What follows belongs to an exercise in optimizing a design on an open flow for small area, a short achievable clock period and few clock cycles per item; a production flow would make more cautious choices.
At most, simulation tests tie the RTL to the original design; equivalence was not proved.
Power and IR drop assume default switching activity.

Design top_module, start of the top module:
module top_module(clk, reset, INIT, READY, DONE,
                  input_ram_en, input_ram_addr, input_ram_data,
                  filter_rom_en, filter_rom_addr, filter_rom_data,
                  conv_valid, conv_out);
make LEC_CHECK=0 CAP_MARGIN=20 CORE_MARGIN=2 CORE_UTILIZATION=40 PLACE_DENSITY=0.6 SETUP_SLACK_MARGIN=3.0 SLEW_MARGIN=20 SYNTH_HIERARCHICAL=1 SYNTH_MINIMUM_KEEP_SIZE=0 finish   # period 6.0 ns
run.sh (not shown) runs the stock make flow with config.mk's settings and CLKGATE_MAP_FILE= SYNTH_SCRIPT=/design/flow/synth_recipe.tcl, a recipe that flattens the netlist after the stock synthesis.
The baseline completed without violations.
Next try:
- SETUP_SLACK_MARGIN: 3.0 -> 3.6
After rerunning: The new run produced a clean layout. Power rises by a few percent. Setup slack degrades by 0.011 ns. Clock skew came out higher by 0.0051 ns. Synthesized cell count does not change. Cell area rises by roughly a tenth. Clock-buffer cell count is higher by 2. Critical path depth falls by 1. Register-to-register slack barely changes. Worst hold slack hardly moves. Clock power went up by a few percent. Maximum frequency came out lower slightly.
No functional check of the RTL was part of any run of this note.

========
Another version of the RTL of top_module (not shown whole).
Size in the first run: roughly 20000 µm² of cells after synthesis.
==> flow/config.mk <==
export PLATFORM = sky130hd
export DESIGN_NAME = top_module
export DESIGN_NICKNAME = top_module
export VERILOG_FILES = /design/flow/design.v
export SDC_FILE = /design/flow/constraint.sdc
export NUM_CORES = 4
export LEC_CHECK = 0
export CAP_MARGIN = 20
export CORE_MARGIN = 2
export CORE_UTILIZATION = 40
export CTS_BUF_LIST = sky130_fd_sc_hd__clkbuf_8
export CTS_CLUSTER_SIZE = 30
export PLACE_DENSITY = 0.6
export SETUP_SLACK_MARGIN = 3.4
export SLEW_MARGIN = 20
export SYNTH_HIERARCHICAL = 1
export SYNTH_MINIMUM_KEEP_SIZE = 0
==> flow/constraint.sdc <==
create_clock -name core_clock -period 6.0 [get_ports {clk}]
set_input_delay 1.2000 -clock core_clock [delete_from_list [all_inputs] [get_ports {clk}]]
set_output_delay 1.2000 -clock core_clock [all_outputs]
set_load 0.01 [all_outputs]
standard.sh (not shown) runs the stock make flow with config.mk's settings and CLKGATE_MAP_FILE= SYNTH_SCRIPT=/design/flow/synth_recipe.tcl, a recipe that flattens the netlist after the stock synthesis.
==> flow/flow/run.sh <==
#!/bin/bash
# Layout flow: the standard ORFS flow (standard.sh), unchanged except that the
# port buffers that global placement inserts on every input and output are
# sky130_fd_sc_hd__buf_1 cells (timing repair may still resize them).
# The whole make output goes to flow_make.log in the work folder; ORFS also keeps
# each step's own log under orfs/logs/.
set -euo pipefail
export BUFFER_PORTS_ARGS="-buffer_cell sky130_fd_sc_hd__buf_1"
bash standard.sh "BUFFER_PORTS_ARGS=-buffer_cell sky130_fd_sc_hd__buf_1" finish > flow_make.log 2>&1
Testbench counts at the start, summed over its fixed seeds: cycles 8,320, items 4,112.
Edit:
==> flow/run.sh (new file) <==
#!/bin/bash
# synth_recipe.tcl (not shown) runs the flow's synth.tcl, then flattens the netlist and writes it again
# the make line also repeats each setting of config.mk as NAME=value (left out here)
make -C /OpenROAD-flow-scripts/flow DESIGN_CONFIG=/design/flow/config.mk WORK_HOME=/design/flow/orfs CLKGATE_MAP_FILE= SYNTH_SCRIPT=/design/flow/synth_recipe.tcl finish
--- a/flow/config.mk
+++ b/flow/config.mk
@@ -12 +12 @@
-export CTS_CLUSTER_SIZE = 30
+export CTS_CLUSTER_SIZE = 16
removed: flow/flow/run.sh
removed: flow/standard.sh
What happened: The new run passed the timing, DRC and antenna checks; design area rose by about 2.3%; clock power rose by 11%; sequential power stays flat; sequential cell count does not change; count of clock-buffer cells in the layout rose by 7; power rose by 1.5%; worst setup slack gets worse by 0.050 ns; routed wire length stays flat.

========
Setup of oak:
Another version of the RTL of top_module (not shown whole).
For scale: about 1700 cells after synthesis, about 300 flip-flops, ~170 I/O pins, about 20000 um2 of cells after synthesis.
## top_module
module top_module(clk, reset, INIT, READY, DONE,
                  input_ram_en, input_ram_addr, input_ram_data,
                  filter_rom_en, filter_rom_addr, filter_rom_data,
                  conv_valid, conv_out);
==> flow/config.mk <==
export PLATFORM = sky130hd
export DESIGN_NAME = top_module
export DESIGN_NICKNAME = top_module
export VERILOG_FILES = /design/flow/design.v
export SDC_FILE = /design/flow/constraint.sdc
export NUM_CORES = 4
export LEC_CHECK = 0
export CAP_MARGIN = 20
export CORE_MARGIN = 2
export CORE_UTILIZATION = 55
export PLACE_DENSITY = 0.75
export SETUP_SLACK_MARGIN = 3.4
export SLEW_MARGIN = 20
export SYNTH_HIERARCHICAL = 1
export SYNTH_MINIMUM_KEEP_SIZE = 0
==> flow/constraint.sdc <==
create_clock -name core_clock -period 6.0 [get_ports {clk}]
set_input_delay 1.2000 -clock core_clock [delete_from_list [all_inputs] [get_ports {clk}]]
set_output_delay 1.2000 -clock core_clock [all_outputs]
set_load 0.01 [all_outputs]
==> flow/flow/run.sh <==
#!/bin/bash
# Layout flow: the standard ORFS flow (standard.sh), with these changes:
#  - port buffers: at the start of global placement, flow/pre_gpl.tcl removes the
#    synthesis buffers (as the standard flow does there) and puts a
#    sky130_fd_sc_hd__buf_2 on every input port and a sky130_fd_sc_hd__buf_1 on every
#    output port, in place of the standard buffer_ports call; they are kept through
#    the step's own remove_buffers and released for timing repair by
#    flow/post_gpl.tcl;
#  - clock tree synthesis arguments: -sink_clustering_enable -repair_clock_nets -dont_use_dummy_load -buf_list sky130_fd_sc_hd__clkbuf_8 -sink_clustering_size 15 -sink_clustering_max_diameter 60
# The whole make output goes to flow_make.log in the work folder; ORFS also keeps
# each step's own log under orfs/logs/.
set -euo pipefail
export CTS_ARGS="-sink_clustering_enable -repair_clock_nets -dont_use_dummy_load -buf_list sky130_fd_sc_hd__clkbuf_8 -sink_clustering_size 15 -sink_clustering_max_diameter 60"
bash standard.sh "DONT_BUFFER_PORTS=1" "PRE_GLOBAL_PLACE_TCL=$PWD/flow/pre_gpl.tcl" "POST_GLOBAL_PLACE_TCL=$PWD/flow/post_gpl.tcl" "CTS_ARGS=$CTS_ARGS" finish > flow_make.log 2>&1
==> flow/flow/post_gpl.tcl <==
# Let timing repair resize the port buffers again.
unset_dont_touch [get_cells {input* output*}]
==> flow/flow/pre_gpl.tcl <==
# Buffer every input and output port (the standard flow's buffer_ports, with chosen cells).
remove_buffers
buffer_ports -inputs -buffer_cell sky130_fd_sc_hd__buf_2
buffer_ports -outputs -buffer_cell sky130_fd_sc_hd__buf_1
set_dont_touch [get_cells {input* output*}]
puts "port buffers: [llength [get_cells {input* output*}]]"
Testbench counts of oak, summed over its fixed seeds: cycles 8,320, items 4,112.
Edits applied to the flow inputs when going from oak to pine:
- changing CORE_UTILIZATION from 55 to 70
- changing PLACE_DENSITY from 0.75 to 0.85
==> flow/flow/run.sh <==
#!/bin/bash
# Layout flow: the standard ORFS flow (standard.sh), with two changes:
#  - the port buffers that global placement puts on every input and output are
#    sky130_fd_sc_hd__buf_1 cells (timing repair may still resize them);
#  - clock tree synthesis arguments: -sink_clustering_enable -repair_clock_nets -dont_use_dummy_load -buf_list sky130_fd_sc_hd__clkbuf_8 -sink_clustering_size 15 -sink_clustering_max_diameter 60
# The whole make output goes to flow_make.log in the work folder; ORFS also keeps
# each step's own log under orfs/logs/.
set -euo pipefail
export BUFFER_PORTS_ARGS="-buffer_cell sky130_fd_sc_hd__buf_1"
export CTS_ARGS="-sink_clustering_enable -repair_clock_nets -dont_use_dummy_load -buf_list sky130_fd_sc_hd__clkbuf_8 -sink_clustering_size 15 -sink_clustering_max_diameter 60"
bash standard.sh "BUFFER_PORTS_ARGS=$BUFFER_PORTS_ARGS" "CTS_ARGS=$CTS_ARGS" finish > flow_make.log 2>&1
removed: flow/flow/post_gpl.tcl
removed: flow/flow/pre_gpl.tcl
Notes after the runs:
Comparing oak and pine, reported combinational group power is lower on oak.
Comparing oak and pine, global-route usage is lower on oak.
Sequential share of layout area of oak is on par with pine.
Per the comparison of pine with oak, synthesized cell count held, worst hold margin dropped 0.0032 ns, number of setup buffers added after CTS -3.
Compared to oak, pine has sequential-cell power consumption about 1% higher.
| share of power burned in the clock network | lower: pine |
Looking at capturing element of the worst setup path, the k1_1288 result is from oak; the acc[19] one comes from pine.
Re largest driver fanout on the critical path: oak was lower than pine.
pine packs its core more tightly than oak.
Re cell count: oak was higher than pine.

-- separate check: timing with driven ports --
In the flow no input, the clock included, has a driving cell. The finished layouts below were timed again as built, in two steps. Step 1: set_driving_cell puts a clkbuf_16 on clk and a buf_2 on each other input, an assumption about the parent block. Step 2, shift: input delay + t, output delay - t, t = (earliest + latest rising clock arrival at the registers) / 2. This alone moves slack from input paths to output paths. Three values: no drivers, after step 1, after step 2; two values: the first two.
| run | t (ns) | slack for setup (ns) | hold WS [ns] | worst setup path after step 2 | pins driven straight from the clock port |
|---|---|---|---|---|---|
| the first run of note 1 | 0.613 | 3.011 / 3.011 / 3.011 | 0.324 / 0.324 / 0.324 | register to register | 1 |
| the second run of note 1 | 0.619 | 3.000 / 3.000 / 3.000 | 0.326 / 0.326 / 0.326 | register to register | 1 |
| the first run of note 2 | 0.706 | 3.392 / 3.392 / 2.730 | 0.325 / 0.325 / 0.325 | input to register | 1 |
| the second run of note 2 | 0.696 | 3.342 / 3.364 / 2.668 | 0.323 / 0.323 / 0.323 | input to register | 1 |
| oak | 0.627 | 3.396 / 3.412 / 2.785 | 0.334 / 0.334 / 0.334 | input to register | 1 |
| pine | 0.615 | 3.335 / 3.335 / 2.788 | 0.331 / 0.331 / 0.331 | input to register | 1 |
After both steps setup and hold are still met in every run listed. For the second run of note 2, which loses most, drivers alone change the setup slack by +0.022 ns; drivers and shift together by -0.674 ns.
